What follows belongs to an exercise in optimizing a design on an open flow for small area and a short achievable clock period; a production flow would make more cautious choices. The RTL was checked by simulation tests, not by an equivalence proof against the original design.

==> v27 <==
## conv2d
module conv2d#(
    parameter   CONV_WIDTH      = 'd8 ,
    parameter   CONV_HEIGHT     = 'd8 
)(
    input clk   ,
    input rst_n ,
    input                matrix_vsync ,
    input                matrix_href  ,
    input        [6:0]   matrix_h_cnt       ,
    input        [6:0]   matrix_v_cnt       ,
    input signed [15:0]   conv_bias   ,
    input        [143:0]  fm_data     ,
    input        [143:0]  conv_weight ,
    output reg        [6:0]  conv_h_cnt ,
    output reg        [6:0]  conv_v_cnt ,
    output reg               conv_href  ,
    output reg               conv_vsync ,
    output reg signed [31:0] conv_result
);
clock: 10.0 ns
lec_check: 0
cap_margin: 20
core_margin: 2
core_utilization: 55
place_density: 0.8
setup_slack_margin: 4.6
slew_margin: 20
synth_hierarchical: 1
standard.sh (not shown) runs the stock make flow with config.mk's settings and CLKGATE_MAP_FILE= SYNTH_SCRIPT=/design/flow/synth_recipe.tcl, a recipe that flattens the netlist after the stock synthesis.
==> flow/flow/run.sh <==
#!/bin/bash
# The standard layout (standard.sh: standard synthesis, floorplan, place, CTS, route,
# finish), except that the port buffers that buffer_ports inserts are
# sky130_fd_sc_hd__buf_2 instead of the delay buffer it picks by default.
# The full make output goes to standard.log here; ORFS's per-step logs stay in orfs/logs/.
set -uo pipefail
export BUFFER_PORTS_ARGS="-buffer_cell sky130_fd_sc_hd__buf_2"
bash standard.sh > standard.log 2>&1
==> v35: changes against v27 <==
--- a/flow/config.mk
+++ b/flow/config.mk
@@ -9,6 +9,5 @@
 export CORE_MARGIN = 2
 export CORE_UTILIZATION = 55
-export PLACE_DENSITY = 0.8
-export SETUP_SLACK_MARGIN = 4.6
+export SETUP_SLACK_MARGIN = 4.5
 export SLEW_MARGIN = 20
 export SYNTH_HIERARCHICAL = 1
==> run summary <==
In v27 the clock skew is higher than in v35, by 0.021 ns. v27 ran to the end with no violations. v35 completed without violations. Flip-flop and latch count is the same in v27 and v35. In v35 the via count is lower than in v27, by about 3.3%. Between v27 and v35, the lower clock-buffer cell count is in v27 (gap 1). In v35 the register-to-register slack is worse than in v27, by 0.03 ns. Between v35 and v27, the lower final area is in v35 (gap about 1%, measured against v27).
==> figures <==
| metric | v27 | v35 |
|---|---|---|
| Outcome | no timing/DRC/antenna violations | no timing/DRC/antenna violations |
| F_max | 0.181 GHz | 0.180 GHz |
| Post-Layout Inst Area | 64,700 sq um | 64,100 sq um |
| Global routing met2 resource utilization | 0.731 | 0.697 |
| Layout Nets | 7,372 | 7,342 |
| Met3 capacity usage during global routing | 0.192 | 0.169 |
| Slowest stage delay, CP | 0.63 ns | 0.70 ns |
| Filler cells | 8,800 | 9,158 |
| Number of cells on the worst reg-to-reg path | 14 | 13 |
| Share of the final layout cell area in multi-input gates | 0.754 | 0.757 |
| Launch point of the worst path | cs_c17_0 | cs_c20_6 |
| Total via count in the routed design | 49,300 | 47,700 |
| Non-clock buffers, area share | 0.0542 | 0.0484 |

* * *

==> inputs of job 6676 <==
Another version of the RTL of conv2d (not shown whole).
Settings: LEC_CHECK=0, CAP_MARGIN=20, CORE_MARGIN=2, CORE_UTILIZATION=40, SETUP_SLACK_MARGIN=5.0, SLEW_MARGIN=20; clock period 10.0 ns.
run.sh (not shown) runs the stock make flow with config.mk's settings and CLKGATE_MAP_FILE= SYNTH_SCRIPT=/design/flow/synth_recipe.tcl, a recipe that flattens the netlist after the stock synthesis.
Stock flow here: none of the scripts above is used.
==> job 7294 (differences from job 6676) <==
SETUP_SLACK_MARGIN = 4.0   (was 5.0)
==> impl_results.rst <==
.. list-table::
   :header-rows: 1

   * - Metric
     - Value
   * - Outcome
     - finished clean
   * - Post-route fraction of the period consumed by the critical path
     - 54.65%
   * - Post-route worst setup slack
     - 4.535 ns
   * - Fmax
     - roughly 180 MHz
   * - Startpoint of the most critical register-to-register path
     - cs_c11_6$_DFF_P_
   * - Largest incremental delay on the critical path
     - 0.55 ns
[end of results for job 6676]
==> impl_results.rst <==
.. list-table::
   :header-rows: 1

   * - Metric
     - Value
   * - Outcome
     - finished clean
   * - Post-route worst setup slack
     - 3.950 ns
   * - Bufs on Longest Clock Path
     - 3
   * - Fmax
     - approximately 170 MHz
   * - Post-route fraction of the period consumed by the critical path
     - about 61%
   * - Startpoint of the most critical register-to-register path
     - cs_c16_6$_DFF_P_
[end of results for job 7294]

* * *

==> inputs of 10-04 <==
conv2d, a different RTL version from the one above (not shown whole).
==> flow/config.mk <==
export PLATFORM = sky130hd
export DESIGN_NAME = conv2d
export DESIGN_NICKNAME = conv2d
export VERILOG_FILES = /design/flow/design.v
export SDC_FILE = /design/flow/constraint.sdc
export NUM_CORES = 4
export LEC_CHECK = 0
export ABC_CLOCK_PERIOD_IN_PS = 5000
export CAP_MARGIN = 20
export CORE_MARGIN = 2
export CORE_UTILIZATION = 55
export SETUP_SLACK_MARGIN = 4.5
export SLEW_MARGIN = 20
export SYNTH_HIERARCHICAL = 1
==> flow/constraint.sdc <==
create_clock -name core_clock -period 10.0 [get_ports {clk}]
set_input_delay 2.0000 -clock core_clock [delete_from_list [all_inputs] [get_ports {clk}]]
set_output_delay 2.0000 -clock core_clock [all_outputs]
set_load 0.01 [all_outputs]
standard.sh (not shown) runs the stock make flow with config.mk's settings and CLKGATE_MAP_FILE= SYNTH_SCRIPT=/design/flow/synth_recipe.tcl, a recipe that flattens the netlist after the stock synthesis.
Scripts as last shown in full above: flow/flow/run.sh
==> inputs of 04-09, as changes to 10-04 <==
==> flow/config.mk (replaced) <==
export PLATFORM = sky130hd
export DESIGN_NAME = conv2d
export DESIGN_NICKNAME = conv2d
export VERILOG_FILES = /design/flow/design.v
export SDC_FILE = /design/flow/constraint.sdc
export NUM_CORES = 4
export LEC_CHECK = 0
export CAP_MARGIN = 20
export CORE_MARGIN = 2
export CORE_UTILIZATION = 55
export SETUP_SLACK_MARGIN = 4.6
export SLEW_MARGIN = 20
export SYNTH_HIERARCHICAL = 1
==> comparison <==
Of 10-04 and 04-09, 04-09 has the higher worst setup slack (gap 34 ps). In 04-09 the non-clock buffer count is higher than in 10-04, by 63. In area after synthesis, 04-09 and 10-04 do not differ. Of 10-04 and 04-09, 04-09 has the higher global-route usage (gap 0.45 points). In 10-04 the sequential share of layout area is higher than in 04-09, by 0.17 points. Synthesized cell count is the same in 04-09 and 10-04. Against 10-04, the register-to-register slack of 04-09 is better by 30 ps. Of 04-09 and 10-04, 10-04 has the higher worst hold slack (gap 1.8 ps). In 10-04 the clock skew is lower than in 04-09, by 3.6 ps.

## separate check: timing with driven ports
In the flow no input, the clock included, has a driving cell. The finished layouts below were timed again as built, in two steps. Step 1, drivers: a clkbuf_16 drives clk and a buf_2 each remaining input, both assumed. Step 2 times the ports against the registers' clock, not the clock port: input delays grow and output delays shrink by t, the midpoint of the rising clock arrivals with the driver on. Three values: ideal, step 1, step 2; two values: the first two.
| run | shift t [ns] | setup WS [ns] | worst hold slack (ns) |
|---|---|---|---|
| v27 | 0.736 | 4.482 / 4.482 / 3.857 | 0.349 / 0.349 / 0.349 |
| v35 | 0.737 | 4.456 / 4.456 / 3.854 | 0.347 / 0.347 / 0.347 |
| job 6676 | 0.663 | 4.535 / 4.539 / 3.876 | 0.346 / 0.346 / 0.346 |
| job 7294 | 0.686 | 3.950 / 3.998 / 3.312 | 0.347 / 0.347 / 0.347 |
| 10-04 | 0.706 | 4.491 / 4.547 / 3.841 | 0.347 / 0.347 / 0.347 |
| 04-09 | 0.714 | 4.525 / 4.562 / 3.848 | 0.345 / 0.345 / 0.345 |
After both steps every run listed still meets setup and hold. The setup slack of 04-09, which loses most, moves by +0.037 ns with the drivers and by -0.677 ns with both steps.
